Source: an optimization exercise on an open RTL-to-GDS flow (aim: small area, a short achievable clock period and few clock cycles). Production flows keep margins and buffers that such runs may drop. No functional check of the RTL was part of any run shown here. In every run shown here, the design's own scripts or RTL, not TritonCTS, make the clock network. The clock input has no modelled driver; a real chip could not lean on it and would need a root buffer or a full tree. Power is estimated from default activity; no workload was simulated.

==> design.v <==
module rf_inv (input logic a, output logic y);
    assign y = !a;
endmodule
module rf_nand2 (input logic a, b, output logic y);
    assign y = !(a & b);
endmodule
module rf_nor2 (input logic a, b, output logic y);
    assign y = !(a | b);
endmodule
module rf_nor3 (input logic a, b, c, output logic y);
    assign y = !(a | b | c);
endmodule
module rf_nand4 (input logic a, b, c, d, output logic y);
    assign y = !(a & b & c & d);
endmodule
module rf_ao22 (input logic a1, a2, b1, b2, output logic y);
    assign y = (a1 & a2) | (b1 & b2);
endmodule
module top_axi_lite (
    input  logic        clk,
    input  logic        rstn,
    input  logic        start,
    input  logic        mode,        
    input  logic [31:0] addr,
    input  logic [31:0] wdata_in,
    output logic [31:0] rdata_out,
    output logic        done
);
    logic [31:0] mem [0:15];
    logic [31:0] mem_d [0:15];
    logic [31:0] rd;
    logic [5:2] a, an;
    assign a = addr[5:2];
    for (genvar n = 2; n < 6; n++) begin : g_an
        rf_inv u_an (.a(a[n]), .y(an[n]));
    end
    logic [3:0] lo, lon, hin, whi, whin;
    logic       wmn;
    rf_nand2 u_wmn (.a(start), .b(mode), .y(wmn));
    for (genvar j = 0; j < 4; j++) begin : g_pre
        localparam bit B0 = j[0], B1 = j[1];
        rf_nor2  u_lo   (.a(B1 ? an[3] : a[3]), .b(B0 ? an[2] : a[2]), .y(lo[j]));
        rf_nand2 u_lon  (.a(B1 ? a[3] : an[3]), .b(B0 ? a[2] : an[2]), .y(lon[j]));
        rf_nand2 u_hin  (.a(B1 ? a[5] : an[5]), .b(B0 ? a[4] : an[4]), .y(hin[j]));
        rf_nor3  u_whi  (.a(wmn), .b(B1 ? an[5] : a[5]), .c(B0 ? an[4] : a[4]), .y(whi[j]));
        rf_nand4 u_whin (.a(start), .b(mode), .c(B1 ? a[5] : an[5]), .d(B0 ? a[4] : an[4]), .y(whin[j]));
    end
    logic [15:0] we [0:1];
    logic [15:0] hold [0:1];
    logic [15:0] sel [0:1];
    for (genvar h = 0; h < 2; h++) begin : g_half
        for (genvar i = 0; i < 16; i++) begin : g_word
            rf_nor2  u_we   (.a(whin[i/4]), .b(lon[i%4]), .y(we[h][i]));
            rf_nand2 u_hold (.a(whi[i/4]),  .b(lo[i%4]),  .y(hold[h][i]));
            rf_nor2  u_sel  (.a(hin[i/4]),  .b(lon[i%4]), .y(sel[h][i]));
        end
    end
    for (genvar i = 0; i < 16; i++) begin : g_word
        for (genvar b = 0; b < 32; b++) begin : g_bit
            rf_ao22 u_next (
                .a1(we[b/16][i]), .a2(wdata_in[b]), .b1(hold[b/16][i]), .b2(mem[i][b]),
                .y(mem_d[i][b])
            );
        end
    end
    always_ff @(posedge clk) begin
        for (int i = 0; i < 16; i++) mem[i] <= mem_d[i];
    end
    logic [7:0] part [0:31];
    logic [3:0] quad [0:31];
    for (genvar b = 0; b < 32; b++) begin : g_rd
        for (genvar k = 0; k < 8; k++) begin : g_ao22
            rf_ao22 u_part (
                .a1(sel[b/16][2*k]),   .a2(mem[2*k][b]),
                .b1(sel[b/16][2*k+1]), .b2(mem[2*k+1][b]),
                .y(part[b][k])
            );
        end
        for (genvar k = 0; k < 4; k++) begin : g_nor2
            rf_nor2 u_quad (.a(part[b][2*k]), .b(part[b][2*k+1]), .y(quad[b][k]));
        end
        rf_nand4 u_rd (.a(quad[b][0]), .b(quad[b][1]), .c(quad[b][2]), .d(quad[b][3]), .y(rd[b]));
    end
    always_ff @(posedge clk) begin
        rdata_out <= rd;
    end
    always_ff @(posedge clk or negedge rstn) begin
        if (!rstn) done <= 1'b0;
        else       done <= start;
    end
endmodule
==> flow/run.sh <==
#!/bin/bash
# The standard layout with two changes:
#  - ports are buffered with buf_4 cells instead of the cell buffer_ports picks;
#  - at the end of the CTS step, flow/clock_tree.tcl replaces the clock tree
#    with a two-level one (clock port -> 4 root buffers -> 20 leaf buffers ->
#    flip-flops) and repairs timing again.
# Full output in standard.log (ORFS's per-step logs are under orfs/logs).
set -euo pipefail
export CT_LEAFS=20 CT_ROOTS=4
bash standard.sh "BUFFER_PORTS_ARGS=-buffer_cell sky130_fd_sc_hd__buf_4" \
  "POST_CTS_TCL=$PWD/flow/clock_tree.tcl" finish > standard.log 2>&1
==> flow/clock_tree.tcl <==
# Runs at the end of ORFS's CTS step (POST_CTS_TCL). Replaces the clock tree
# that clock_tree_synthesis built with a two-level one: the clock port drives
# a few root buffers, each root drives the leaf buffers near it, one leaf
# buffer per cluster of flip-flops, and each leaf buffer drives the clock pins
# of its cluster. All flip-flops get
# the same number of buffers (two) on their clock path, and the tree is not
# skewed on purpose. Then timing is repaired again on the new tree.

set ct_buf   sky130_fd_sc_hd__clkbuf_16
set ct_leafs [expr {[info exists ::env(CT_LEAFS)] ? $::env(CT_LEAFS) : 16}]

set block [ord::get_db_block]
set db    [ord::get_db]
set clk   [$block findNet clk]

# Flip-flop clock pins, as odb iterms.
set sinks {}
foreach pin [all_registers -clock_pins -edge_triggered] {
  lappend sinks [sta::sta_to_db_pin $pin]
}
puts "clock_tree: [llength $sinks] flip-flop clock pins"

# Remove what clock_tree_synthesis built: every instance in the clock tree
# between the clock port and the flip-flops, and the dummy loads.
set doomed {}
foreach inst [$block getInsts] {
  set name [$inst getName]
  if {[string match clkbuf_* $name] || [string match clkload* $name]} {
    lappend doomed $inst
  }
}
foreach inst $doomed { odb::dbInst_destroy $inst }
foreach net [$block getNets] {
  if {[string match clknet_* [$net getName]] && [llength [$net getITerms]] == 0} {
    odb::dbNet_destroy $net
  }
}
puts "clock_tree: removed [llength $doomed] instances of the old tree"

# Cluster the sinks by position, seeded at quantiles of y.
set pts {}
foreach it $sinks {
  set bb [[$it getInst] getBBox]
  lappend pts [list [expr {([$bb xMin] + [$bb xMax]) / 2.0}] [expr {([$bb yMin] + [$bb yMax]) / 2.0}]]
}
set n [llength $pts]
set order [lsort -real -index 1 $pts]
set cent {}
for {set k 0} {$k < $ct_leafs} {incr k} {
  lappend cent [lindex $order [expr {int(($k + 0.5) * $n / $ct_leafs)}]]
}
# Capacitated k-means: each pass assigns the sinks greedily by distance to
# the nearest centre that still has room (at most ct_cap sinks per leaf), then
# moves each centre to the mean of its sinks.
set ct_cap [expr {int(ceil(1.1 * $n / $ct_leafs))}]
for {set iter 0} {$iter < 30} {incr iter} {
  set pairs {}
  set i 0
  foreach p $pts {
    for {set k 0} {$k < $ct_leafs} {incr k} {
      set c [lindex $cent $k]
      lappend pairs [list [expr {abs([lindex $p 0] - [lindex $c 0]) + abs([lindex $p 1] - [lindex $c 1])}] $i $k]
    }
    incr i
  }
  set pairs [lsort -real -index 0 $pairs]
  set assign [lrepeat $n -1]
  set fill [lrepeat $ct_leafs 0]
  set left $n
  foreach pr $pairs {
    lassign $pr d i k
    if {[lindex $assign $i] >= 0 || [lindex $fill $k] >= $ct_cap} { continue }
    lset assign $i $k
    lset fill $k [expr {[lindex $fill $k] + 1}]
    if {[incr left -1] == 0} { break }
  }
  set newc {}
  for {set k 0} {$k < $ct_leafs} {incr k} {
    set sx 0.0; set sy 0.0; set c 0
    foreach p $pts a $assign {
      if {$a == $k} { set sx [expr {$sx + [lindex $p 0]}]; set sy [expr {$sy + [lindex $p 1]}]; incr c }
    }
    if {$c > 0} { lappend newc [list [expr {$sx / $c}] [expr {$sy / $c}]] } else { lappend newc [lindex $cent $k] }
  }
  set cent $newc
}

set master [$db findMaster $ct_buf]
proc ct_place {inst x y} {
  $inst setLocation [expr {int($x)}] [expr {int($y)}]
  $inst setPlacementStatus PLACED
}

# Root buffers: the leaf buffers are grouped by position into ct_roots
# groups (k-means again), with one root buffer at the middle of each group.
# The clock port drives the root buffers directly (ct_roots <= 4 pins).
set ct_roots [expr {[info exists ::env(CT_ROOTS)] ? $::env(CT_ROOTS) : 4}]
set rorder [lsort -real -index 0 $cent]
set rcent {}
for {set r 0} {$r < $ct_roots} {incr r} {
  lappend rcent [lindex $rorder [expr {int(($r + 0.5) * $ct_leafs / $ct_roots)}]]
}
for {set iter 0} {$iter < 50} {incr iter} {
  set rassign {}
  foreach p $cent {
    set best 0; set bd 1e30
    for {set r 0} {$r < $ct_roots} {incr r} {
      set c [lindex $rcent $r]
      set d [expr {abs([lindex $p 0] - [lindex $c 0]) + abs([lindex $p 1] - [lindex $c 1])}]
      if {$d < $bd} { set bd $d; set best $r }
    }
    lappend rassign $best
  }
  set newc {}
  for {set r 0} {$r < $ct_roots} {incr r} {
    set sx 0.0; set sy 0.0; set c 0
    foreach p $cent a $rassign {
      if {$a == $r} { set sx [expr {$sx + [lindex $p 0]}]; set sy [expr {$sy + [lindex $p 1]}]; incr c }
    }
    if {$c > 0} { lappend newc [list [expr {$sx / $c}] [expr {$sy / $c}]] } else { lappend newc [lindex $rcent $r] }
  }
  set rcent $newc
}
set rootnets {}
for {set r 0} {$r < $ct_roots} {incr r} {
  set root [odb::dbInst_create $block $master ct_root_$r]
  set c [lindex $rcent $r]
  ct_place $root [lindex $c 0] [lindex $c 1]
  set rootnet [odb::dbNet_create $block ct_root_net_$r]
  $rootnet setSigType CLOCK
  [$root findITerm A] connect $clk
  [$root findITerm X] connect $rootnet
  lappend rootnets $rootnet
}

for {set k 0} {$k < $ct_leafs} {incr k} {
  set leaf [odb::dbInst_create $block $master ct_leaf_$k]
  set c [lindex $cent $k]
  ct_place $leaf [lindex $c 0] [lindex $c 1]
  set net [odb::dbNet_create $block ct_leaf_net_$k]
  $net setSigType CLOCK
  [$leaf findITerm A] connect [lindex $rootnets [lindex $rassign $k]]
  [$leaf findITerm X] connect $net
  set cnt 0
  foreach it $sinks a $assign {
    if {$a == $k} {
      $it disconnect
      $it connect $net
      incr cnt
    }
  }
  puts "clock_tree: leaf $k at [lindex $c 0] [lindex $c 1] drives $cnt flip-flops"
}
$clk setSigType CLOCK

detailed_placement
set_propagated_clock [all_clocks]
estimate_parasitics -placement
report_clock_skew
report_clock_latency
repair_timing_helper
detailed_placement
check_placement -verbose
estimate_parasitics -placement
report_worst_slack
report_clock_skew
==> standard.sh <==
#!/bin/bash
# synth_recipe.tcl (not shown) runs the flow's synth.tcl, then flattens the netlist and writes it again
# the make line also repeats each setting of config.mk as NAME=value (left out here)
make -C /OpenROAD-flow-scripts/flow DESIGN_CONFIG=/design/flow/config.mk WORK_HOME=/design/flow/orfs CLKGATE_MAP_FILE= SYNTH_SCRIPT=/design/flow/synth_recipe.tcl "${@:-finish}"
==> config.mk <==
export PLATFORM = sky130hd
export DESIGN_NAME = top_axi_lite
export DESIGN_NICKNAME = top_axi_lite
export VERILOG_FILES = /design/flow/design.v
export SDC_FILE = /design/flow/constraint.sdc
export NUM_CORES = 4
export LEC_CHECK = 0
export CAP_MARGIN = 20
export CORE_MARGIN = 2
export CORE_UTILIZATION = 55
export SETUP_SLACK_MARGIN = 1.95
export SLEW_MARGIN = 20
export SYNTH_HIERARCHICAL = 1
export SYNTH_MINIMUM_KEEP_SIZE = 0
==> constraint.sdc <==
create_clock -name core_clock -period 3.5 [get_ports {clk}]
set_input_delay 0.7000 -clock core_clock [delete_from_list [all_inputs] [get_ports {clk}]]
set_output_delay 0.7000 -clock core_clock [all_outputs]
set_load 0.01 [all_outputs]
==> results of run 1 <==
state kept, by name, summed over array words and instances, names as in the netlist:
register / count
mem: 512
rdata_out: 32
done: 1
routing by layer:
layer  track usage  wire [µm]  vias up
met2         0.615      33000     1133
met3        0.0487       6600      278
li1              -          -     7108
met5             0          0        -
met4         0.210       4940        0
met1         0.474      26900     8279
layout make-up:
type / instances / area (µm²)
sequential: 545 / 11000
multi-input combinational: 1063 / 9250
fill: 2238 / 8760
timing repair buffer: 272 / 3470
buffer: 24 / 601
tap: 448 / 561
inverter: 4 / 30.0
modules after synthesis, one instance, submodules excluded:
module,cells,copies in the design,flops+latches
rf_nand4,1,36,0
rf_ao22,1,768,0
rf_nor3,1,4,0
rf_nand2,1,41,0
rf_nor2,1,196,0
rf_inv,1,4,0
top_axi_lite,545,1,545
kinds of logic (layout without fill, tap and decap cells):
kind of cell | Yosys count | in the layout
AOI/OAI and AO/OA | 768 | 768
DFF | 545 | 545
and+or+nand+nor | 277 | 295
buffers and inverters | 4 | 300
final timing paths:
kind | from | cells after the start | endpoint
max | addr[2] | 10 | rdata_out[22]$_DFF_P_
min reg2reg | mem[0][27]$_DFF_P_ | 1 | mem[0][27]$_DFF_P_
min | mem[0][27]$_DFF_P_ | 1 | mem[0][27]$_DFF_P_
min in group asynchronous | rstn | 2 | done$_DFF_PN0_
max reg2reg | mem[0][22]$_DFF_P_ | 3 | rdata_out[22]$_DFF_P_
max in group asynchronous | rstn | 2 | done$_DFF_PN0_
critical path: stages:
cell and delay, ps:
sky130_fd_sc_hd__buf_12 80, sky130_fd_sc_hd__clkinvlp_4 110, sky130_fd_sc_hd__buf_6 150, sky130_fd_sc_hd__nand2_8 110
sky130_fd_sc_hd__buf_6 130, sky130_fd_sc_hd__nor2_4 40, sky130_fd_sc_hd__buf_12 150, sky130_fd_sc_hd__a22o_1 250
sky130_fd_sc_hd__nor2_2 130, sky130_fd_sc_hd__nand4_1 230
power by group through the flow:
stage	clock network, mW	logic (mW)	registers (mW)
after floorplan	0	1.14	8.08
after global placement	0	1.69	8.15
after detailed placement	0	1.75	8.19
after global routing	3.29	2.33	8.28
final	3.07	2.22	8.17
metrics by stage:
| stage | util | power [mW] | hold slack [ps] | area (µm²) |
|---|---|---|---|---|
| final | 0.740 | 13.5 | 476 | 24900 |
| after global routing | 0.740 | 13.9 | 488 | 24900 |
| after detailed placement | 0.616 | 9.95 | 453 | 20700 |
| after global placement | 0.616 | 9.84 | 452 | 20700 |
| after floorplan | - | 9.22 | 404 | 19100 |
cell usage after synthesis:
library cell / count / area, µm²
sky130_fd_sc_hd__dfrtp_1: 1 / 25.0
sky130_fd_sc_hd__nand4_1: 36 / 225
sky130_fd_sc_hd__inv_1: 4 / 15.0
sky130_fd_sc_hd__a22o_1: 768 / 6730
sky130_fd_sc_hd__nand2_1: 41 / 154
sky130_fd_sc_hd__dfxtp_1: 544 / 10900
sky130_fd_sc_hd__nor2_1: 196 / 736
sky130_fd_sc_hd__nor3_2: 4 / 40.0
==> flow_summary.ini, run 1 <==
[clocking]
number_of_sinks_driven_by_the_clock_tree = 545
clk_transition_reported_paths_ps = 90
insertion_delay_ps = 340

[worst_setup_path]
worst-setup-path-type = in -> reg
critical_path_required_ps = 3660
data_arrival_time_of_the_worst_path_ps = 2100
crit_path_end_kind = register
worstSetupStartpointType = input port
worstPathMaxFanout = 16
ff2ff_setup_slack_ps = 2320

[timing]
setup_ws_ps = 1560
layout_worst_path_cycle_share = 0.555
fin_max_slew_vios = 0
worst_pin_slew_ps = 506
setup_viol = 0
tns_ps = 0
min_period_ps = 1940
final-hold-violation-count = 0
maxClockFrequency_ghz = 0.515
unrepaired_setup_endpoints_after_global_routing = yes
clock_skew_ps = 18.2
max_slew_margin = 0.662

[placement]
place_worst_setup_slack_ps = 747
placedCellCount = 2177
gp_congestion = 0.836
io_buffer_count = 72
hpwl_um = 37100

[yosys]
postSynthRegisterBits = 545
synth-seq-area-share = 0.580
multiplexer_area_fraction_after_synthesis = 0
synth-adder-area-share = 0
synth_top_family_by_area = compound AO/OA/AOI/OAI gates
synth-compound-area-share = 0.358
mappedNetlistArea_um2 = 18800
syn_nets = 1662
synth_simple_gate_area_frac = 0.0614
average_size_of_a_mapped_cell_um2 = 11.8
synthXorXnorAreaFrac = 0
number_of_warnings_printed_during_yosys_synthesis = 15
syn-instance-count = 1594
synth_cell_type_count = 8

[cells_and_area]
nNetsFinal = 2025
layout.cells.most_common = sky130_fd_sc_hd__a22o_1
insertedDiodeCount = 0
share_of_layout_cells_above_drive_strength_1 = 0.270
flow.area_growth_from_synthesis_pct = 32.2
final-instance-count-excl-fill = 2356
final_cell_mix = sky130_fd_sc_hd__a22o_1, sky130_fd_sc_hd__dfxtp_1, sky130_fd_sc_hd__buf_6

[worst_hold_path]
hold_path_class = reg -> reg

[pwr]
total_switching_power_mw = 3.48
vdd_ir_drop_max_uv = 419
p_sw_frac = 0.259
comb_power_share = 0.165
p_int_mw = 9.97
power_density_nw_per_um2 = 541
leakage_nw = 10.5
p_seq_frac = 0.607
clkPwrFrac = 0.228

[routing]
detail-route-antenna-nets = 0
detail_route.drc_violations = 0
vias = 16798
drtPass1Iterations = 5
wl_um = 71400
vias_per_cell = 7.13
detail_route.wl_per_cell_um = 30.3
drt_iter0_drc = 1691

[grt]
via_count_of_the_first_global_routing_pass = 15962
grt_first_pass_wirelength_um = 102000
gr_util_all_layers = 0.373
antenna_found_initial = 1
overflow = 0
maximum_number_of_pins_on_one_net_before_global_route_repair = 31

[run_status]
status = no timing/DRC/antenna violations

[floorplan]
std_cell_rows = 67
die_height_um = 189
die_width_um = 189
core_um2 = 33600
floorplan.initialDensity = 0.560
ios = 101
design.die.area_um2 = 35700

[flow_run]
max_cap_viol_count = 0
==> run 2, diff against run 1 <==
--- a/flow/run.sh
+++ b/flow/run.sh
@@ -1,4 +1,7 @@
 #!/bin/bash
-# The standard layout with two changes:
+# The standard layout with these changes:
 #  - ports are buffered with buf_4 cells instead of the cell buffer_ports picks;
+#  - the low-power clock inverters (clkinvlp) are not used;
+#  - timing repair only resizes, swaps pins, clones and removes buffers
+#    (no buffer insertion on the setup paths);
 #  - at the end of the CTS step, flow/clock_tree.tcl replaces the clock tree
@@ -9,3 +12,5 @@
 export CT_LEAFS=20 CT_ROOTS=4
+DONT_USE="sky130_fd_sc_hd__probe_p_8 sky130_fd_sc_hd__probec_p_8 sky130_fd_sc_hd__lpflow_bleeder_1 sky130_fd_sc_hd__lpflow_clkbufkapwr_1 sky130_fd_sc_hd__lpflow_clkbufkapwr_16 sky130_fd_sc_hd__lpflow_clkbufkapwr_2 sky130_fd_sc_hd__lpflow_clkbufkapwr_4 sky130_fd_sc_hd__lpflow_clkbufkapwr_8 sky130_fd_sc_hd__lpflow_clkinvkapwr_1 sky130_fd_sc_hd__lpflow_clkinvkapwr_16 sky130_fd_sc_hd__lpflow_clkinvkapwr_2 sky130_fd_sc_hd__lpflow_clkinvkapwr_4 sky130_fd_sc_hd__lpflow_clkinvkapwr_8 sky130_fd_sc_hd__lpflow_decapkapwr_12 sky130_fd_sc_hd__lpflow_decapkapwr_3 sky130_fd_sc_hd__lpflow_decapkapwr_4 sky130_fd_sc_hd__lpflow_decapkapwr_6 sky130_fd_sc_hd__lpflow_decapkapwr_8 sky130_fd_sc_hd__lpflow_inputiso0n_1 sky130_fd_sc_hd__lpflow_inputiso0p_1 sky130_fd_sc_hd__lpflow_inputiso1n_1 sky130_fd_sc_hd__lpflow_inputiso1p_1 sky130_fd_sc_hd__lpflow_inputisolatch_1 sky130_fd_sc_hd__lpflow_isobufsrc_1 sky130_fd_sc_hd__lpflow_isobufsrc_16 sky130_fd_sc_hd__lpflow_isobufsrc_2 sky130_fd_sc_hd__lpflow_isobufsrc_4 sky130_fd_sc_hd__lpflow_isobufsrc_8 sky130_fd_sc_hd__lpflow_isobufsrckapwr_16 sky130_fd_sc_hd__lpflow_lsbuf_lh_hl_isowell_tap_1 sky130_fd_sc_hd__lpflow_lsbuf_lh_hl_isowell_tap_2 sky130_fd_sc_hd__lpflow_lsbuf_lh_hl_isowell_tap_4 sky130_fd_sc_hd__lpflow_lsbuf_lh_isowell_4 sky130_fd_sc_hd__lpflow_lsbuf_lh_isowell_tap_1 sky130_fd_sc_hd__lpflow_lsbuf_lh_isowell_tap_2 sky130_fd_sc_hd__lpflow_lsbuf_lh_isowell_tap_4 sky130_fd_sc_hd__clkinvlp_2 sky130_fd_sc_hd__clkinvlp_4"
 bash standard.sh "BUFFER_PORTS_ARGS=-buffer_cell sky130_fd_sc_hd__buf_4" \
+  "DONT_USE_CELLS=$DONT_USE" "SETUP_MOVE_SEQUENCE=unbuffer,sizeup,swap,clone" \
   "POST_CTS_TCL=$PWD/flow/clock_tree.tcl" finish > standard.log 2>&1
--- a/config.mk
+++ b/config.mk
@@ -10,3 +10,3 @@
 export CORE_UTILIZATION = 55
-export SETUP_SLACK_MARGIN = 1.95
+export SETUP_SLACK_MARGIN = 1.9
 export SLEW_MARGIN = 20
==> run 2 against run 1 <==
Compared with the run above:
- sequential cell count stayed put
- worst hold slack worse by 2.1 ps
- fmax up 7.4%
- routed wire length is 11% lower
- register-to-register slack hardly changed
- sequential share of layout area grew 3.2 points
- still clean
- first-iteration DRC count decreased by 13%
- sequential power about the same
==> flow_summary.ini, run 2 <==
[cells_and_area]
stdcell_area_um2 = 23200
share_of_layout_cells_above_drive_strength_1 = 0.207
layout_top_registers = mem (512), rdata_out (32), done (1)
largest_register_ff_count = 512
flow.area_growth_from_synthesis_pct = 23.1
top_register = mem
final_cell_mix = sky130_fd_sc_hd__a22o_1, sky130_fd_sc_hd__dfxtp_1, sky130_fd_sc_hd__nor2_4
nNetsFinal = 1923
layout.cells.most_common = sky130_fd_sc_hd__a22o_1
insertedDiodeCount = 0

[yosys]
postSynthRegisterBits = 545
synth_cell_count_leaders = sky130_fd_sc_hd__a22o_1, sky130_fd_sc_hd__dfxtp_1, sky130_fd_sc_hd__nor2_1
ys_dominant_reg_cell = sky130_fd_sc_hd__dfxtp_1
average_size_of_a_mapped_cell_um2 = 11.8
synth_top_area_share = 0.579
mappedNetlistArea_um2 = 18800
syn-instance-count = 1594
synth-edff-count = 0
synth_most_common_cell = sky130_fd_sc_hd__a22o_1
synth-seq-area-share = 0.580
postSynth.asyncResetShare = 0.00183
post-synth-top-area-cell = sky130_fd_sc_hd__dfxtp_1
syn_nets = 1662
synthTopCellsByArea = sky130_fd_sc_hd__dfxtp_1, sky130_fd_sc_hd__a22o_1, sky130_fd_sc_hd__nor2_1, sky130_fd_sc_hd__nand4_1, sky130_fd_sc_hd__nand2_1
number_of_warnings_printed_during_yosys_synthesis = 15
synth_cell_type_count = 8

[timing]
setup_viol = 0
worst_pin_slew_ps = 533
maxClockFrequency_ghz = 0.554
fin_max_slew_vios = 0
unrepaired_setup_endpoints_after_global_routing = yes
min_period_ps = 1810
tns_ps = 0
final-hold-violation-count = 0
layout_worst_path_cycle_share = 0.516
max_slew_margin = 0.644
clock_skew_ps = 59.7
setup_ws_ps = 1690

[worst_setup_path]
worstPathMaxFanout = 8
slowest_stage = sky130_fd_sc_hd__a22o_1
slowest_delay_ps = 250
worstPathCellList = buf_16 > clkinv_16 > nand2_8 > nor2_4 > a22o_1 > nor2_4 > nand4_1
data_arrival_time_of_the_worst_path_ps = 1980
cp.buffers_inverters = 2
worstRegToRegCells = 3
worst-setup-path-type = in -> reg
ff2ff_setup_slack_ps = 2320
worstSetupStartpointType = input port
critical_path_required_ps = 3670
rr_endpoint = rdata_out[17]$_DFF_P_
worst_path_top_cell_family_by_delay = simple AND/OR/NAND/NOR gates
crit_path_end_kind = register
crit_path_frequent_cell = sky130_fd_sc_hd__nor2_4
worst_flop_to_flop_path_startpoint = mem[10][17]$_DFF_P_

[routing]
vias = 15848
detail-route-antenna-nets = 0
vias_per_cell = 7.04
detail_route.wl_per_cell_um = 28.3
drtPass1Iterations = 5
detail_route.drc_violations = 0
wl_um = 63700
drt_iter0_drc = 1471

[floorplan]
core_um2 = 33600
die_height_um = 189
floorplan.initialDensity = 0.560
design.die.area_um2 = 35700
std_cell_rows = 67
die_width_um = 189
ios = 101

[run_status]
status = no timing/DRC/antenna violations

[clocking]
number_of_sinks_driven_by_the_clock_tree = 545
clk_transition_reported_paths_ps = 80
insertion_delay_ps = 370

[worst_hold_path]
hold_path_end = mem[9][26]$_DFF_P_
min_delay_path_depth = 1
worst_hold_path_startpoint = mem[9][26]$_DFF_P_
hold_path_class = reg -> reg

[pwr]
totalPowerFinal_mw = 13.2
vdd_ir_drop_max_uv = 413
leakage_nw = 9.67
power_density_nw_per_um2 = 572

[grt]
via_count_of_the_first_global_routing_pass = 14833
antenna_found_initial = 0
overflow = 0
gr_util_all_layers = 0.336
maximum_number_of_pins_on_one_net_before_global_route_repair = 31
grt_first_pass_wirelength_um = 92900

[placement]
hpwl_um = 35200
placement.cell_area_um2 = 20700
io_buffer_count = 72
gp_congestion = 0.819
place_worst_setup_slack_ps = 926

[flow_run]
max_cap_viol_count = 0
run 2: per-module statistics from Yosys (local to each module, per instance):
module | area [µm²] | copies in the design
rf_nor2 | 3.75 | 196
rf_nand2 | 3.75 | 41
rf_ao22 | 8.76 | 768
top_axi_lite | 10900 | 1
rf_inv | 3.75 | 4
rf_nand4 | 6.26 | 36
rf_nor3 | 10.0 | 4
run 2: final cells by class:
class	count	area, µm²
sequential	545	10900
fill	2445	10500
multi-input combinational	1099	9430
timing repair buffer	128	1470
buffer	24	601
tap	448	561
inverter	4	120
timing repair inverter	4	42.5
run 2: through the flow:
stage | instances | hold WS, ps | util
3_3_place_gp | 2157 | 452 | 0.616
3_5_place_dp | 2157 | 453 | 0.616
5_1_grt | 2252 | 485 | 0.689
6_report | 2252 | 474 | 0.689
2_1_floorplan | 1594 | 404 | -
run 2: worst max-delay path by stage:
stage                  from               endpoint  cells after the start
floorplan           addr[4]     mem[0][16]$_DFF_P_                      4
global placement    addr[5]    mem[14][19]$_DFF_P_                      5
detailed placement  addr[5]    mem[14][24]$_DFF_P_                      5
global route           mode     mem[0][29]$_DFF_P_                      5
finish              addr[2]  rdata_out[17]$_DFF_P_                      7
run 2: logic make-up after synthesis:
group / Yosys count / share of synthesized area
flip-flops: 545 / 0.580
AO/OA/AOI/OAI: 768 / 0.358
AND/OR/NAND/NOR: 277 / 0.0614
buffers and inverters: 4 / 0.000798
run 2: routing by layer:
layer  track usage  up-vias  wire length (µm)
li1              -     6950                 -
met1         0.519     7993             28600
met2         0.489      805             27300
met3        0.0575      100              6240
met4        0.0760        0              1570
met5             0        -                 0
run 2: worst reg2reg max path: stages (launching register included):
cell and delay (ps):
sky130_fd_sc_hd__dfxtp_1 320, sky130_fd_sc_hd__a22o_1 250, sky130_fd_sc_hd__nor2_4 200, sky130_fd_sc_hd__nand4_1 200
run 2: where the power goes:
| group | total [mW] | internal (mW) | leakage, nW | switching [mW] |
|---|---|---|---|---|
| Sequential | 8.14 | 7.46 | 4.55 | 0.683 |
| Clock | 3.04 | 1.25 | 0.296 | 1.80 |
| Combinational | 2.06 | 1.14 | 4.83 | 0.924 |
| Total | 13.2 | 9.84 | 9.67 | 3.40 |
==> run 3, diff against run 2 <==
--- a/flow/run.sh
+++ b/flow/run.sh
@@ -4,4 +4,2 @@
 #  - the low-power clock inverters (clkinvlp) are not used;
-#  - timing repair only resizes, swaps pins, clones and removes buffers
-#    (no buffer insertion on the setup paths);
 #  - at the end of the CTS step, flow/clock_tree.tcl replaces the clock tree
@@ -14,3 +12,3 @@
 bash standard.sh "BUFFER_PORTS_ARGS=-buffer_cell sky130_fd_sc_hd__buf_4" \
-  "DONT_USE_CELLS=$DONT_USE" "SETUP_MOVE_SEQUENCE=unbuffer,sizeup,swap,clone" \
+  "DONT_USE_CELLS=$DONT_USE" \
   "POST_CTS_TCL=$PWD/flow/clock_tree.tcl" finish > standard.log 2>&1
==> run 3 against run 2 <==
Compared with the run above:
- cell area grew 4.3%
- register-to-register slack hardly changed
- routed wire length is 3.8% lower
- via count fell by 0.21%
- combinational power up 2%
- clock power hardly changed
- total power increased by 0.27%
- worst setup slack improved by 38 ps
- synthesized cell count unchanged
- cell count is 2.6% higher
- synthesized area unchanged
- largest cell class unchanged
==> flow_summary.ini, run 3 <==
[run_status]
status = no timing/DRC/antenna violations

[routing]
vias = 15814
detail_route.drc_violations = 0
vias_per_cell = 6.85
detail-route-antenna-nets = 0
detail_route.wl_per_cell_um = 26.5
drt_iter0_drc = 1431
drtPass1Iterations = 5
wl_um = 61200

[placement]
hpwl_um = 35200
gp_congestion = 0.819
io_buffer_count = 72
placement.cell_area_um2 = 20700

[pwr]
p_int_mw = 9.91
clkPwrFrac = 0.229
leakage_nw = 10.3
total_switching_power_mw = 3.37
p_sw_frac = 0.254
vdd_ir_drop_max_uv = 437
comb_power_share = 0.158
power_density_nw_per_um2 = 550
p_seq_frac = 0.613

[floorplan]
floorplan.initialDensity = 0.560
core_um2 = 33600
ios = 101
std_cell_rows = 67
die_width_um = 189
design.die.area_um2 = 35700
die_height_um = 189

[cells_and_area]
final_cell_mix = sky130_fd_sc_hd__a22o_1, sky130_fd_sc_hd__dfxtp_1, sky130_fd_sc_hd__buf_4
share_of_layout_cells_above_drive_strength_1 = 0.242
stdcell_area_um2 = 24200
top_register = mem
nNetsFinal = 1981
fillCellCount = 2288
insertedDiodeCount = 0
largest_register_ff_count = 512
layout.cells.most_common = sky130_fd_sc_hd__a22o_1
layout_top_registers = mem (512), rdata_out (32), done (1)
flow.area_growth_from_synthesis_pct = 28.4

[timing]
setup_viol = 0
maxClockFrequency_ghz = 0.565
tns_ps = 0
clock_skew_ps = 62.4
worst_pin_slew_ps = 484
unrepaired_setup_endpoints_after_global_routing = yes
min_period_ps = 1770
layout_worst_path_cycle_share = 0.505
fin_max_slew_vios = 0
final-hold-violation-count = 0
max_slew_margin = 0.677

[yosys]
postSynthRegisterBits = 545
synth-edff-count = 0
synth-seq-area-share = 0.580
syn_nets = 1662
synth_top_area_share = 0.579
postSynth.asyncResetShare = 0.00183
synthTopCellsByArea = sky130_fd_sc_hd__dfxtp_1, sky130_fd_sc_hd__a22o_1, sky130_fd_sc_hd__nor2_1, sky130_fd_sc_hd__nand4_1, sky130_fd_sc_hd__nand2_1
number_of_warnings_printed_during_yosys_synthesis = 15
mappedNetlistArea_um2 = 18800
synth_cell_count_leaders = sky130_fd_sc_hd__a22o_1, sky130_fd_sc_hd__dfxtp_1, sky130_fd_sc_hd__nor2_1
synth_most_common_cell = sky130_fd_sc_hd__a22o_1
post-synth-top-area-cell = sky130_fd_sc_hd__dfxtp_1
synth_cell_type_count = 8
average_size_of_a_mapped_cell_um2 = 11.8
ys_dominant_reg_cell = sky130_fd_sc_hd__dfxtp_1
syn-instance-count = 1594

[grt]
grt_util_met1 = 0.499
grt_first_pass_wirelength_um = 88800
top_usage_layer = met1
overflow = 0
antenna_found_initial = 0
gr-usage-met2 = 0.461
grt.met3_usage = 0.0532
gr_util_all_layers = 0.317
via_count_of_the_first_global_routing_pass = 14631
maximum_number_of_pins_on_one_net_before_global_route_repair = 31

[clocking]
insertion_delay_ps = 370
number_of_sinks_driven_by_the_clock_tree = 545
clk_transition_reported_paths_ps = 90

[worst_setup_path]
crit_path_end_kind = register
worst-setup-path-type = in -> reg
worstPathMaxFanout = 8
data_arrival_time_of_the_worst_path_ps = 1940
critical_path_required_ps = 3670
worstSetupStartpointType = input port

[flow_run]
max_cap_viol_count = 0

[worst_hold_path]
hold_path_class = reg -> reg
==> run 3: area by class of cell <==
| class | instances | area [µm²] | share of cell area |
|---|---|---|---|
| tap | 448 | 561 | 0.0232 |
| timing repair buffer | 232 | 2890 | 0.120 |
| buffer | 24 | 601 | 0.0249 |
| multi-input combinational | 1057 | 9090 | 0.376 |
| sequential | 545 | 10900 | 0.453 |
| inverter | 4 | 76.3 | 0.00316 |
==> run 3: kinds of logic (layout without fill, tap and decap cells) <==
kind of cell | Yosys count | count (layout) | synth area share
compound gates | 768 | 768 | 0.358
buf+inv | 4 | 260 | 0.000798
flops | 545 | 545 | 0.580
simple gates | 277 | 289 | 0.0614
==> run 3: final timing paths <==
check	startpoint	cells after the start	to	slack, ps
worst min-delay path	mem[9][26]$_DFF_P_	1	mem[9][26]$_DFF_P_	470
min in group asynchronous	rstn	2	done$_DFF_PN0_	660
worst max register to register	mem[12][29]$_DFF_P_	3	rdata_out[29]$_DFF_P_	2330
worst min register to register	mem[9][26]$_DFF_P_	1	mem[9][26]$_DFF_P_	470
worst max-delay path	addr[2]	8	rdata_out[29]$_DFF_P_	1730
max in group asynchronous	rstn	2	done$_DFF_PN0_	2760
==> run 3: power by group through the flow <==
stage	combinational [mW]	clock, mW	sequential (mW)
after floorplan	1.15	0	8.08
after global placement	1.68	0	8.16
after detailed placement	1.74	0	8.20
after global routing	2.23	3.29	8.26
final	2.10	3.04	8.14
==> run 3: critical path: stages <==
cell	delay, ps
sky130_fd_sc_hd__buf_16	140
sky130_fd_sc_hd__buf_12	130
sky130_fd_sc_hd__nand2_8	140
sky130_fd_sc_hd__buf_6	140
sky130_fd_sc_hd__nor2_4	50
sky130_fd_sc_hd__a22o_1	230
sky130_fd_sc_hd__nor2_2	210
sky130_fd_sc_hd__nand4_1	200
==> run 3: per-layer routing <==
layer / part of all wire / vias up / routed length [µm]
met5: 0 / - / 0
met4: 0.020 / 0 / 1200
met3: 0.092 / 78 / 5650
met2: 0.44 / 760 / 26700
met1: 0.45 / 7970 / 27700
li1: - / 7006 / -
==> run 3: modules after synthesis (local to each module, per instance) <==
module	area [µm²]	cells inside	times used
rf_nand4	6.26	1	36
rf_ao22	8.76	1	768
rf_nor2	3.75	1	196
rf_nand2	3.75	1	41
rf_nor3	10.0	1	4
rf_inv	3.75	1	4
top_axi_lite	10900	545	1
==> run 3: metrics by stage <==
step / power [mW] / util / hold WS (ps) / std cells / worst slack, ps
final: 13.3 / 0.719 / 472 / 2310 / 1730
after global routing: 13.8 / 0.719 / 485 / 2310 / 1730
after detailed placement: 9.94 / 0.616 / 453 / 2157 / 926
after global placement: 9.84 / 0.616 / 452 / 2157 / 966
after floorplan: 9.23 / - / 404 / 1594 / 1540
==> run 4, diff against run 3 <==
--- a/flow/run.sh
+++ b/flow/run.sh
@@ -6,3 +6,3 @@
 #    with a two-level one (clock port -> 4 root buffers -> 20 leaf buffers ->
-#    flip-flops) and repairs timing again.
+#    flip-flops), sizes up the address decode and repairs timing again.
 # Full output in standard.log (ORFS's per-step logs are under orfs/logs).
@@ -10,2 +10,8 @@
 export CT_LEAFS=20 CT_ROOTS=4
+# Drive strengths for the address decode (see flow/clock_tree.tcl).
+export CT_SIZE="*.u_sel.y sky130_fd_sc_hd__nor2_4 *.u_we.y sky130_fd_sc_hd__nor2_4
+  *.u_hold.y sky130_fd_sc_hd__nand2_4 *.u_lon.y sky130_fd_sc_hd__nand2_4
+  *.u_hin.y sky130_fd_sc_hd__nand2_4 *.u_lo.y sky130_fd_sc_hd__nor2_4
+  *.u_whin.y sky130_fd_sc_hd__nand4_4 *.u_whi.y sky130_fd_sc_hd__nor3_4
+  *.u_an.y sky130_fd_sc_hd__inv_4"
 DONT_USE="sky130_fd_sc_hd__probe_p_8 sky130_fd_sc_hd__probec_p_8 sky130_fd_sc_hd__lpflow_bleeder_1 sky130_fd_sc_hd__lpflow_clkbufkapwr_1 sky130_fd_sc_hd__lpflow_clkbufkapwr_16 sky130_fd_sc_hd__lpflow_clkbufkapwr_2 sky130_fd_sc_hd__lpflow_clkbufkapwr_4 sky130_fd_sc_hd__lpflow_clkbufkapwr_8 sky130_fd_sc_hd__lpflow_clkinvkapwr_1 sky130_fd_sc_hd__lpflow_clkinvkapwr_16 sky130_fd_sc_hd__lpflow_clkinvkapwr_2 sky130_fd_sc_hd__lpflow_clkinvkapwr_4 sky130_fd_sc_hd__lpflow_clkinvkapwr_8 sky130_fd_sc_hd__lpflow_decapkapwr_12 sky130_fd_sc_hd__lpflow_decapkapwr_3 sky130_fd_sc_hd__lpflow_decapkapwr_4 sky130_fd_sc_hd__lpflow_decapkapwr_6 sky130_fd_sc_hd__lpflow_decapkapwr_8 sky130_fd_sc_hd__lpflow_inputiso0n_1 sky130_fd_sc_hd__lpflow_inputiso0p_1 sky130_fd_sc_hd__lpflow_inputiso1n_1 sky130_fd_sc_hd__lpflow_inputiso1p_1 sky130_fd_sc_hd__lpflow_inputisolatch_1 sky130_fd_sc_hd__lpflow_isobufsrc_1 sky130_fd_sc_hd__lpflow_isobufsrc_16 sky130_fd_sc_hd__lpflow_isobufsrc_2 sky130_fd_sc_hd__lpflow_isobufsrc_4 sky130_fd_sc_hd__lpflow_isobufsrc_8 sky130_fd_sc_hd__lpflow_isobufsrckapwr_16 sky130_fd_sc_hd__lpflow_lsbuf_lh_hl_isowell_tap_1 sky130_fd_sc_hd__lpflow_lsbuf_lh_hl_isowell_tap_2 sky130_fd_sc_hd__lpflow_lsbuf_lh_hl_isowell_tap_4 sky130_fd_sc_hd__lpflow_lsbuf_lh_isowell_4 sky130_fd_sc_hd__lpflow_lsbuf_lh_isowell_tap_1 sky130_fd_sc_hd__lpflow_lsbuf_lh_isowell_tap_2 sky130_fd_sc_hd__lpflow_lsbuf_lh_isowell_tap_4 sky130_fd_sc_hd__clkinvlp_2 sky130_fd_sc_hd__clkinvlp_4"
--- a/flow/clock_tree.tcl
+++ b/flow/clock_tree.tcl
@@ -155,2 +155,19 @@
 
+# Optional: give the address decode's gates (found by the names of the nets
+# they drive, from the RTL's gate modules) a strong drive before repair, as
+# each drives many loads. CT_SIZE holds pairs of net-name pattern and cell.
+if {[info exists ::env(CT_SIZE)]} {
+  foreach {pattern cell} $::env(CT_SIZE) {
+    set m [$db findMaster $cell]
+    set c 0
+    foreach net [$block getNets] {
+      if {![string match $pattern [$net getName]]} { continue }
+      foreach it [$net getITerms] {
+        if {[$it isOutputSignal]} { [$it getInst] swapMaster $m; incr c }
+      }
+    }
+    puts "clock_tree: $c drivers of $pattern made $cell"
+  }
+}
+
 detailed_placement
--- a/config.mk
+++ b/config.mk
@@ -10,3 +10,3 @@
 export CORE_UTILIZATION = 55
-export SETUP_SLACK_MARGIN = 1.9
+export SETUP_SLACK_MARGIN = 1.85
 export SLEW_MARGIN = 20
==> run 4 against run 3 <==
Compared with the run above:
- still clean
- synthesized area stayed put
- die area unchanged
- sequential power about the same
- register-to-register slack worse by 40 ps
- core utilization down 1.4 points
- clock power about the same
- synthesized cell count did not move
- total power down 0.53%
- critical path depth unchanged
- routed wire length decreased by 2.7%
- critical path type unchanged
- highest routed layer unchanged
==> flow_summary.ini, run 4 <==
[yosys]
postSynthRegisterBits = 545
average_size_of_a_mapped_cell_um2 = 11.8
synth_cell_count_leaders = sky130_fd_sc_hd__a22o_1, sky130_fd_sc_hd__dfxtp_1, sky130_fd_sc_hd__nor2_1
number_of_warnings_printed_during_yosys_synthesis = 15
ys_dominant_reg_cell = sky130_fd_sc_hd__dfxtp_1
syn-instance-count = 1594
synth_cell_type_count = 8
synth_top_area_share = 0.579
synth_most_common_cell = sky130_fd_sc_hd__a22o_1
synth-seq-area-share = 0.580
synth-edff-count = 0
post-synth-top-area-cell = sky130_fd_sc_hd__dfxtp_1
postSynth.asyncResetShare = 0.00183
mappedNetlistArea_um2 = 18800
syn_nets = 1662
synthTopCellsByArea = sky130_fd_sc_hd__dfxtp_1, sky130_fd_sc_hd__a22o_1, sky130_fd_sc_hd__nor2_1, sky130_fd_sc_hd__nand4_1, sky130_fd_sc_hd__nand2_1

[routing]
detail-route-antenna-nets = 0
detail_route.wl_per_cell_um = 25.9
wl_um = 59600
vias = 15676
drtPass1Iterations = 5
vias_per_cell = 6.80
detail_route.drc_violations = 0
drt_iter0_drc = 1309

[floorplan]
std_cell_rows = 67
floorplan.initialDensity = 0.560
design.die.area_um2 = 35700
core_um2 = 33600
die_height_um = 189
ios = 101
die_width_um = 189

[cells_and_area]
flow.area_growth_from_synthesis_pct = 25.9
stdcell_area_um2 = 23700
postLayoutCoreUtil = 0.705
largest_register_ff_count = 512
nNetsFinal = 1974
top_register = mem
final_cell_mix = sky130_fd_sc_hd__a22o_1, sky130_fd_sc_hd__dfxtp_1, sky130_fd_sc_hd__buf_4
insertedDiodeCount = 0
layout_top_registers = mem (512), rdata_out (32), done (1)
layout.cells.most_common = sky130_fd_sc_hd__a22o_1
final-instance-count-excl-fill = 2304
share_of_layout_cells_above_drive_strength_1 = 0.245

[placement]
placedCellCount = 2175
gp_congestion = 0.869
hpwl_um = 35100
io_buffer_count = 72
placement.cell_area_um2 = 20700

[timing]
final-hold-violation-count = 0
max_slew_margin = 0.662
tns_ps = 0
min_period_ps = 1850
maxClockFrequency_ghz = 0.540
setup_viol = 0
clock_skew_ps = 18.5
unrepaired_setup_endpoints_after_global_routing = yes
layout_worst_path_cycle_share = 0.529
worst_pin_slew_ps = 506
fin_max_slew_vios = 0

[worst_setup_path]
ff2ff_setup_slack_ps = 2290
slowest_delay_ps = 260
worst-setup-path-type = in -> reg
slowest_stage = sky130_fd_sc_hd__nand4_1
data_arrival_time_of_the_worst_path_ps = 2010
rr_endpoint = rdata_out[4]$_DFF_P_
critical_path_required_ps = 3660
worst_flop_to_flop_path_startpoint = mem[14][4]$_DFF_P_
crit_path_end_kind = register
worstPathCellList = buf_16 > inv_16 > nand2_8 > nor2_4 > buf_12 > a22o_1 > nor2_2 > nand4_1
worstPathMaxFanout = 16
worstRegToRegCells = 3
worstSetupStartpointType = input port

[pwr]
power_density_nw_per_um2 = 558
vdd_ir_drop_max_uv = 410
leakage_nw = 10.3
totalPowerFinal_mw = 13.2

[flow_run]
max_cap_viol_count = 0

[grt]
via_count_of_the_first_global_routing_pass = 15494
overflow = 0
grt_first_pass_wirelength_um = 90700
maximum_number_of_pins_on_one_net_before_global_route_repair = 31
gr_util_all_layers = 0.322
antenna_found_initial = 0

[worst_hold_path]
hold_path_end = mem[4][22]$_DFF_P_
worst_hold_path_startpoint = mem[4][22]$_DFF_P_
min_delay_path_depth = 1
hold_path_class = reg -> reg

[run_status]
status = no timing/DRC/antenna violations

[clocking]
clk_transition_reported_paths_ps = 100
insertion_delay_ps = 350
number_of_sinks_driven_by_the_clock_tree = 545
[run 4: changes by cell type in the layout (fill, tap and decap cells not counted), moves of 6 or more]
cell / previous run / this run
sky130_fd_sc_hd__dfxtp_1: 523 / 516
sky130_fd_sc_hd__buf_4: 94 / 124
sky130_fd_sc_hd__nor2_2: 59 / 46
sky130_fd_sc_hd__nand2_8: 22 / 9
sky130_fd_sc_hd__buf_8: 9 / 2
sky130_fd_sc_hd__nand2_4: 16 / 36
sky130_fd_sc_hd__dfxtp_2: 21 / 28
sky130_fd_sc_hd__nand2_1: 8 / 0
sky130_fd_sc_hd__nor2_4: 66 / 72
sky130_fd_sc_hd__buf_12: 48 / 35
[run 4: per-module statistics from Yosys (local to each module, per instance), excerpt]
module,times used,cells inside,flip-flops and latches,area (µm²)
rf_nand2,41,1,0,3.75
rf_nor3,4,1,0,10.0
top_axi_lite,1,545,545,10900
rf_ao22,768,1,0,8.76
rf_nand4,36,1,0,6.26
rf_inv,4,1,0,3.75
[run 4: power by group]
group	internal [mW]	total, mW	switching (mW)
Combinational	1.18	2.03	0.855
Sequential	7.46	8.14	0.682
Clock	1.25	3.04	1.79
[run 4: cell families (layout without fill, tap and decap cells)]
| family | count (synthesis) | in the layout | synth area share |
|---|---|---|---|
| AOI/OAI and AO/OA | 768 | 768 | 0.358 |
| DFF | 545 | 545 | 0.580 |
| buffers and inverters | 4 | 260 | 0.000798 |
| and+or+nand+nor | 277 | 283 | 0.0614 |
[run 4: stage by stage]
| stage | setup slack [ps] | hold slack [ps] |
|---|---|---|
| 2_1_floorplan | 1530 | 404 |
| 3_3_place_gp | 1060 | 452 |
| 3_5_place_dp | 1030 | 453 |
| 5_1_grt | 1680 | 489 |
| 6_report | 1650 | 477 |
[run 4: worst max-delay path by stage]
stage / start / endpoint / slack (ps) / cells after the start
detailed placement: addr[5] / mem[7][11]$_DFF_P_ / 1030 / 6
finish: addr[2] / rdata_out[4]$_DFF_P_ / 1650 / 8
global route: addr[2] / rdata_out[4]$_DFF_P_ / 1680 / 8
floorplan: addr[5] / mem[0][0]$_DFF_P_ / 1530 / 4
global placement: addr[5] / mem[7][14]$_DFF_P_ / 1060 / 6
[run 4: final cells by class]
class                           count  area [µm²]
Timing Repair Buffer              232        2500
Sequential cell                   545       11000
Multi-Input combinational cell   1051        9010
Inverter                            4        65.1
Buffer                             24         601
Fill cell                        2375        9930
Tap cell                          448         561
[run 4: routing by layer]
metal	share of wire	track usage	vias to the layer above
li1	-	-	6982
met4	0.059	0.179	0
met2	0.49	0.537	661
met5	0	0	-
met3	0.056	0.0263	160
met1	0.40	0.414	7873
[run 4: critical path: cells and delay by family]
family / cells / cell delay [ps]
AOI/OAI and AO/OA: 1 / 230
buffers and inverters: 3 / 360
and+or+nand+nor: 4 / 690
==> run 5, diff against run 4 <==
==> design.v (replaced) <==
module rf_ao22 (
    input  logic a1, a2, b1, b2,
    output logic y
);
    assign y = (a1 & a2) | (b1 & b2);
endmodule
module rf_and2 (
    input  logic a, b,
    output logic y
);
    assign y = a & b;
endmodule
module rf_nand2 (
    input  logic a, b,
    output logic y
);
    assign y = !(a & b);
endmodule
module rf_oct (
    input  logic [7:0] s, m,
    output logic y
);
    assign y = |(s & m);
endmodule
module rf_or2 (
    input  logic a, b,
    output logic y
);
    assign y = a | b;
endmodule
module top_axi_lite (
    input  logic        clk,
    input  logic        rstn,
    input  logic        start,
    input  logic        mode,        
    input  logic [31:0] addr,
    input  logic [31:0] wdata_in,
    output logic [31:0] rdata_out,
    output logic        done
);
    logic [31:0] mem [0:15];
    logic [31:0] mem_d [0:15];
    logic [31:0] rd;
    logic [3:0] lo, hi, whi;
    always_comb begin
        for (int j = 0; j < 4; j++) begin
            lo[j]  = (addr[3:2] == 2'(j));
            hi[j]  = (addr[5:4] == 2'(j));
            whi[j] = start && mode && (addr[5:4] == 2'(j));
        end
    end
    logic [15:0] we [0:1];
    logic [15:0] hold [0:1];
    logic [15:0] sel [0:1];
    for (genvar h = 0; h < 2; h++) begin : g_half
        for (genvar i = 0; i < 16; i++) begin : g_word
            rf_and2  u_we   (.a(whi[i/4]), .b(lo[i%4]), .y(we[h][i]));
            rf_nand2 u_hold (.a(whi[i/4]), .b(lo[i%4]), .y(hold[h][i]));
            rf_and2  u_sel  (.a(hi[i/4]),  .b(lo[i%4]), .y(sel[h][i]));
        end
    end
    for (genvar i = 0; i < 16; i++) begin : g_word
        for (genvar b = 0; b < 32; b++) begin : g_bit
            rf_ao22 u_next (
                .a1(we[b/16][i]), .a2(wdata_in[b]), .b1(hold[b/16][i]), .b2(mem[i][b]),
                .y(mem_d[i][b])
            );
        end
    end
    always_ff @(posedge clk) begin
        for (int i = 0; i < 16; i++) mem[i] <= mem_d[i];
    end
    logic [1:0] oct [0:31];
    for (genvar b = 0; b < 32; b++) begin : g_rd
        for (genvar k = 0; k < 2; k++) begin : g_oct
            logic [7:0] m;
            for (genvar w = 0; w < 8; w++) begin : g_m
                assign m[w] = mem[8*k+w][b];
            end
            rf_oct u_oct (.s(sel[b/16][8*k +: 8]), .m(m), .y(oct[b][k]));
        end
        rf_or2 u_rd (.a(oct[b][0]), .b(oct[b][1]), .y(rd[b]));
    end
    always_ff @(posedge clk) begin
        rdata_out <= rd;
    end
    always_ff @(posedge clk or negedge rstn) begin
        if (!rstn) done <= 1'b0;
        else       done <= start;
    end
endmodule
==> flow/run.sh (replaced) <==
#!/bin/bash
# The standard layout with two changes:
#  - ports are buffered with buf_4 cells instead of the cell buffer_ports picks;
#  - at the end of the CTS step, flow/clock_tree.tcl replaces the clock tree
#    with a two-level one (clock port -> 2 root buffers -> 32 clkbuf_8 leaf buffers ->
#    flip-flops) and repairs timing again.
# Full output in standard.log (ORFS's per-step logs are under orfs/logs).
set -euo pipefail
export CT_LEAFS=32 CT_ROOTS=2 CT_LEAF_BUF=sky130_fd_sc_hd__clkbuf_8
bash standard.sh "BUFFER_PORTS_ARGS=-buffer_cell sky130_fd_sc_hd__buf_4" \
  "POST_CTS_TCL=$PWD/flow/clock_tree.tcl" finish > standard.log 2>&1
--- a/flow/clock_tree.tcl
+++ b/flow/clock_tree.tcl
@@ -9,2 +9,3 @@
 set ct_buf   sky130_fd_sc_hd__clkbuf_16
+set ct_leaf_buf [expr {[info exists ::env(CT_LEAF_BUF)] ? $::env(CT_LEAF_BUF) : $ct_buf}]
 set ct_leafs [expr {[info exists ::env(CT_LEAFS)] ? $::env(CT_LEAFS) : 16}]
@@ -136,3 +137,3 @@
 for {set k 0} {$k < $ct_leafs} {incr k} {
-  set leaf [odb::dbInst_create $block $master ct_leaf_$k]
+  set leaf [odb::dbInst_create $block [$db findMaster $ct_leaf_buf] ct_leaf_$k]
   set c [lindex $cent $k]
--- a/config.mk
+++ b/config.mk
@@ -9,3 +9,3 @@
 export CORE_MARGIN = 2
-export CORE_UTILIZATION = 55
+export CORE_UTILIZATION = 60
 export SETUP_SLACK_MARGIN = 1.85
==> run 5 against run 4 <==
Compared with the run above:
- fmax increased by 3.6%
- total power decreased by 2.4%
- critical endpoint is now mem[6][21]$_DFF_P_
- critical path type unchanged
- synthesized area decreased by 1.5%
- clock power decreased by 9.2%
- sequential power increased by 0.7%
- critical path depth decreased by 3
- sequential share of layout area increased by 3.7 points
- sequential cell count unchanged
==> flow_summary.ini, run 5 <==
[yosys]
synth_top_area_share = 0.588
synth_cell_count_leaders = sky130_fd_sc_hd__dfxtp_1, sky130_fd_sc_hd__a22o_1, sky130_fd_sc_hd__a22oi_1
synth-edff-count = 0
ys_dominant_reg_cell = sky130_fd_sc_hd__dfxtp_1
postSynthRegisterBits = 545
synth_cell_type_count = 14
synthTopCellsByArea = sky130_fd_sc_hd__dfxtp_1, sky130_fd_sc_hd__a22o_1, sky130_fd_sc_hd__a22oi_1, sky130_fd_sc_hd__and2_1, sky130_fd_sc_hd__nand4_1
synth_most_common_cell = sky130_fd_sc_hd__dfxtp_1
syn-instance-count = 1517
postSynth.asyncResetShare = 0.00183
post-synth-top-area-cell = sky130_fd_sc_hd__dfxtp_1
number_of_warnings_printed_during_yosys_synthesis = 14
synth-seq-area-share = 0.589
average_size_of_a_mapped_cell_um2 = 12.2
mappedNetlistArea_um2 = 18500
syn_nets = 1585

[pwr]
comb_power_share = 0.150
vdd_ir_drop_max_uv = 397
p_sw_frac = 0.262
total_switching_power_mw = 3.38
leakage_nw = 9.22
p_int_mw = 9.52
clkPwrFrac = 0.214
p_seq_frac = 0.636
power_density_nw_per_um2 = 588

[timing]
min_period_ps = 1790
final-hold-violation-count = 0
worst_pin_slew_ps = 561
unrepaired_setup_endpoints_after_global_routing = yes
setup_viol = 0
fin_max_slew_vios = 0
layout_worst_path_cycle_share = 0.510
maxClockFrequency_ghz = 0.560
clock_skew_ps = 42.7
tns_ps = 0
max_slew_margin = 0.626

[routing]
detail_route.wl_per_cell_um = 29.8
detail_route.drc_violations = 0
vias = 15611
drtPass1Iterations = 9
vias_per_cell = 7.38
detail-route-antenna-nets = 0
drt_iter0_drc = 1800
wl_um = 63000

[worst_setup_path]
ff2ff_setup_slack_ps = 2300
worstRegToRegCells = 3
cp.buffers_inverters = 2
crit_path_end_kind = register
worst_flop_to_flop_path_startpoint = mem[0][27]$_DFF_P_
crit_path_frequent_cell = sky130_fd_sc_hd__buf_12
data_arrival_time_of_the_worst_path_ps = 2120
slowest_stage = sky130_fd_sc_hd__nor2b_4
rr_endpoint = rdata_out[27]$_DFF_P_
worstPathMaxFanout = 16
worst_path_top_cell_family_by_delay = simple AND/OR/NAND/NOR gates
worst_setup_path_startpoint = addr[2]
critical_path_required_ps = 3840
worst-setup-path-type = in -> reg
worstSetupStartpointType = input port
worstPathCellList = buf_12 > buf_12 > nor2b_4 > nand2_2 > a22o_1
slowest_delay_ps = 420

[floorplan]
die_height_um = 180
core_um2 = 30500
floorplan.initialDensity = 0.607
die_width_um = 180
design.die.area_um2 = 32300
ios = 101
std_cell_rows = 64

[cells_and_area]
layout.cells.most_common = sky130_fd_sc_hd__dfxtp_1
largest_register_ff_count = 512
layout_top_registers = mem (512), rdata_out (32), done (1)
insertedDiodeCount = 0
flow.area_growth_from_synthesis_pct = 18.4
nNetsFinal = 1836
postLayoutCoreUtil = 0.719
share_of_layout_cells_above_drive_strength_1 = 0.234
top_register = mem
final_cell_mix = sky130_fd_sc_hd__dfxtp_1, sky130_fd_sc_hd__a22o_1, sky130_fd_sc_hd__a22oi_1
fillCellCount = 2174
register_area_um2 = 11000
multi_input_area_um2 = 8690

[placement]
io_buffer_count = 72
gp_congestion = 0.814
hpwl_um = 33000

[worst_hold_path]
hold_path_class = in -> reg
hold_path_end = done$_DFF_PN0_
worst_hold_path_startpoint = start
min_delay_path_depth = 1

[grt]
gr_util_all_layers = 0.359
maximum_number_of_pins_on_one_net_before_global_route_repair = 20
grt_first_pass_wirelength_um = 91300
overflow = 0
via_count_of_the_first_global_routing_pass = 15102
antenna_found_initial = 0

[clocking]
number_of_sinks_driven_by_the_clock_tree = 545
clk_transition_reported_paths_ps = 100
insertion_delay_ps = 450

[run_status]
status = no timing/DRC/antenna violations

[flow_run]
max_cap_viol_count = 0
==> run 5: power groups by stage <==
stage          logic [mW]  clock network (mW)  registers, mW
6_report             1.94                2.76           8.20
5_1_grt              2.06                2.98           8.32
3_5_place_dp         1.67                   0           8.19
3_3_place_gp         1.60                   0           8.16
2_1_floorplan        1.10                   0           8.08
==> run 5: per-layer routing <==
| layer | track usage | up-vias | share of wire |
|---|---|---|---|
| met5 | 0 | - | 0 |
| met4 | 0.168 | 0 | 0.051 |
| met3 | 0.0608 | 203 | 0.093 |
| met2 | 0.578 | 941 | 0.46 |
| met1 | 0.475 | 7765 | 0.39 |
| li1 | - | 6702 | - |
==> run 5: Yosys stat by module, one instance, submodules excluded <==
| module | cell area, µm² | cells inside | flip-flops and latches | copies in the design |
|---|---|---|---|---|
| rf_and2 | 6.26 | 1 | 0 | 64 |
| rf_ao22 | 8.76 | 1 | 0 | 512 |
| rf_oct | 36.3 | 5 | 0 | 64 |
| rf_nand2 | 3.75 | 1 | 0 | 32 |
| top_axi_lite | 11000 | 557 | 545 | 1 |
| rf_or2 | 6.26 | 1 | 0 | 32 |
==> run 5: final cells by class <==
class                      instances  share of cell area
sequential                       545               0.499
multi-input combinational       1013               0.396
timing repair buffer             127              0.0596
tap                              396              0.0226
buffer                            34              0.0224
==> run 5: how the worst max path moves through the flow <==
stage	endpoint	slack, ps	cells after the start
2_1_floorplan	mem[0][0]$_DFF_P_	1750	3
3_3_place_gp	rdata_out[28]$_DFF_P_	1060	6
3_5_place_dp	rdata_out[28]$_DFF_P_	1020	6
5_1_grt	mem[11][24]$_DFF_P_	1720	4
6_report	mem[6][21]$_DFF_P_	1710	5
==> run 5: stage by stage <==
stage               cells  power, mW  hold slack, ps  cell area, µm²  worst slack [ps]
global placement     1985       9.76             452           19800              1060
finish               2115       12.9             448           21900              1710
detailed placement   1985       9.86             453           19800              1020
floorplan            1517       9.18             404           18700              1750
global route         2115       13.4             430           21900              1720
==> run 5: logic make-up after synthesis <==
kind of cell,after synthesis,share of synthesized area
AOI/OAI and AO/OA,768,0.346
DFF,545,0.589
and+or+nand+nor,204,0.0652
==> run 6, diff against run 5 <==
--- a/config.mk
+++ b/config.mk
@@ -9,3 +9,3 @@
 export CORE_MARGIN = 2
-export CORE_UTILIZATION = 60
+export CORE_UTILIZATION = 55
 export SETUP_SLACK_MARGIN = 1.85
==> run 6 against run 5 <==
Compared with the run above:
- still clean
- clock power about the same
- sequential share of layout area grew 0.36 points
- first-iteration DRC count is 25% lower
==> flow_summary.ini, run 6 <==
[yosys]
number_of_warnings_printed_during_yosys_synthesis = 14
syn_nets = 1585
synth_most_common_cell = sky130_fd_sc_hd__dfxtp_1
ys_dominant_reg_cell = sky130_fd_sc_hd__dfxtp_1
synth-edff-count = 0
synthTopCellsByArea = sky130_fd_sc_hd__dfxtp_1, sky130_fd_sc_hd__a22o_1, sky130_fd_sc_hd__a22oi_1, sky130_fd_sc_hd__and2_1, sky130_fd_sc_hd__nand4_1
synth_cell_type_count = 14
synth-seq-area-share = 0.589
synth_top_area_share = 0.588
postSynth.asyncResetShare = 0.00183
post-synth-top-area-cell = sky130_fd_sc_hd__dfxtp_1
synth_cell_count_leaders = sky130_fd_sc_hd__dfxtp_1, sky130_fd_sc_hd__a22o_1, sky130_fd_sc_hd__a22oi_1
syn-instance-count = 1517
average_size_of_a_mapped_cell_um2 = 12.2
postSynthRegisterBits = 545
mappedNetlistArea_um2 = 18500

[routing]
detail-route-antenna-nets = 0
drt_iter0_drc = 1356
vias = 15277
drtPass1Iterations = 7
detail_route.wl_per_cell_um = 28.8
vias_per_cell = 7.17
wl_um = 61400
detail_route.drc_violations = 0

[floorplan]
die_height_um = 188
floorplan.initialDensity = 0.555
design.die.area_um2 = 35200
core_um2 = 33400
die_width_um = 188
ios = 101
std_cell_rows = 67

[timing]
final-hold-violation-count = 0
max_slew_margin = 0.681
fin_max_slew_vios = 0
unrepaired_setup_endpoints_after_global_routing = yes
maxClockFrequency_ghz = 0.578
setup_viol = 0
worst_pin_slew_ps = 477
clock_skew_ps = 30.0
tns_ps = 0
min_period_ps = 1730
setup_ws_ps = 1770
layout_worst_path_cycle_share = 0.494

[grt]
gr_util_all_layers = 0.330
via_count_of_the_first_global_routing_pass = 14720
antenna_found_initial = 1
grt_first_pass_wirelength_um = 90700
overflow = 0
maximum_number_of_pins_on_one_net_before_global_route_repair = 20

[cells_and_area]
largest_register_ff_count = 512
final_cell_mix = sky130_fd_sc_hd__dfxtp_1, sky130_fd_sc_hd__a22o_1, sky130_fd_sc_hd__a22oi_1
flow.area_growth_from_synthesis_pct = 17.6
share_of_layout_cells_above_drive_strength_1 = 0.239
top_register = mem
nNetsFinal = 1801
postLayoutCoreUtil = 0.653
layout.cells.most_common = sky130_fd_sc_hd__dfxtp_1
stdcell_area_um2 = 21800
layout_top_registers = mem (512), rdata_out (32), done (1)

[pwr]
totalPowerFinal_mw = 12.9
power_density_nw_per_um2 = 591
comb_power_share = 0.147
clkPwrFrac = 0.214
p_sw_frac = 0.261
total_switching_power_mw = 3.36
p_seq_frac = 0.639
leakage_nw = 8.92
p_int_mw = 9.51
vdd_ir_drop_max_uv = 437

[worst_setup_path]
crit_path_end_kind = register
cp.buffers_inverters = 1
worstPathCellList = buf_8 > and4b_4 > nand2_2 > a22o_1
worstSetupStartpointType = input port
slowest_delay_ps = 520
worstPathMaxFanout = 16
critical_path_required_ps = 3810
worst-setup-path-type = in -> reg
slowest_stage = sky130_fd_sc_hd__and4b_4
data_arrival_time_of_the_worst_path_ps = 2040
worst_path_top_cell_family_by_delay = simple AND/OR/NAND/NOR gates

[placement]
hpwl_um = 33400
place_worst_setup_slack_ps = 1050
placement.cell_area_um2 = 19800
io_buffer_count = 72
gp_congestion = 0.776

[flow_run]
max_cap_viol_count = 0

[clocking]
clk_transition_reported_paths_ps = 120
insertion_delay_ps = 440
number_of_sinks_driven_by_the_clock_tree = 545

[worst_hold_path]
hold_path_class = in -> reg

[run_status]
status = no timing/DRC/antenna violations
[run 6: cell counts after synthesis]
Identical to the previous run, type by type.
[run 6: per-stage QoR]
| step | hold slack (ps) | instances |
|---|---|---|
| 3_5_place_dp | 453 | 2037 |
| 3_3_place_gp | 452 | 2037 |
| 2_1_floorplan | 404 | 1517 |
| 5_1_grt | 428 | 2130 |
| 6_report | 440 | 2131 |
[run 6: path summary, 6_finish.rpt]
| path | end | depth (start not counted) | slack (ps) | start |
|---|---|---|---|---|
| min in group asynchronous | done$_DFF_PN0_ | 2 | 550 | rstn |
| max reg2reg | rdata_out[24]$_DFF_P_ | 3 | 2330 | mem[8][24]$_DFF_P_ |
| max in group asynchronous | done$_DFF_PN0_ | 2 | 2880 | rstn |
| min | done$_DFF_PN0_ | 1 | 440 | start |
| max | mem[4][0]$_DFF_P_ | 4 | 1770 | addr[5] |
| min reg2reg | mem[3][26]$_DFF_P_ | 1 | 480 | mem[3][26]$_DFF_P_ |
[run 6: kinds of logic after synthesis]
kind of cell	Yosys count	share of synthesized area
simple gates	204	0.0652
flops	545	0.589
compound gates	768	0.346
[run 6: metal layers]
layer,vias up,track usage,part of all wire
met1,7651,0.448,0.41
met4,0,0.153,0.052
li1,6629,-,-
met5,-,0,0
met3,165,0.0475,0.081
met2,832,0.524,0.46
[run 6: layout make-up]
cell class              instances  area [µm²]
diodes                          1        2.50
plain buffers                  34         490
fillers                      2663       11600
multi-input cells            1009        8770
flip-flops and latches        545       11000
well taps                     448         561
repair buffers                 94        1000
[run 6: modules after synthesis (local to each module, per instance)]
| module | cells inside | flops+latches | times used | cell area (µm²) |
|---|---|---|---|---|
| rf_or2 | 1 | 0 | 32 | 6.26 |
| rf_nand2 | 1 | 0 | 32 | 3.75 |
| rf_ao22 | 1 | 0 | 512 | 8.76 |
| rf_oct | 5 | 0 | 64 | 36.3 |
| top_axi_lite | 557 | 545 | 1 | 11000 |
| rf_and2 | 1 | 0 | 64 | 6.26 |
[run 6: power groups by stage]
stage	combinational (mW)	clock [mW]	sequential [mW]
2_1_floorplan	1.10	0	8.08
3_3_place_gp	1.61	0	8.17
3_5_place_dp	1.67	0	8.19
5_1_grt	2.03	3.00	8.34
6_report	1.89	2.76	8.22

port drivers added, routing unchanged:
How much do the figures lean on ideal ports? The routed layouts below were timed once more, with nothing changed but the port constraints.
Step 1: set_driving_cell puts a clkbuf_16 on clk and a buf_2 on each other input, an assumption about the parent block.
Step 2 adds t to the input delays and takes it off the output delays; t is the mean of the earliest and latest rising clock arrival at the registers after step 1. Input paths then give back, and output paths get back, about the clock's delay inside the block.
Slacks: no drivers / after step 1 / after step 2; pairs: no drivers / after step 1.
run | shift t [ns] | setup WS [ns] | clock arrival spread, ns
run 1 | 0.461 | 1.559 / 1.605 / 1.144 | 0.036 / 0.035
run 2 | 0.454 | 1.693 / 1.600 / 1.146 | 0.068 / 0.068
run 3 | 0.453 | 1.731 / 1.742 / 1.289 | 0.066 / 0.066
run 4 | 0.443 | 1.649 / 1.662 / 1.219 | 0.024 / 0.024
run 5 | 0.506 | 1.714 / 1.687 / 1.181 | 0.043 / 0.044
run 6 | 0.497 | 1.770 / 1.762 / 1.266 | 0.034 / 0.034
After both steps setup and hold are still met in every run listed. For run 2, which loses most, drivers alone change the setup slack by -0.093 ns; drivers and shift together by -0.547 ns.
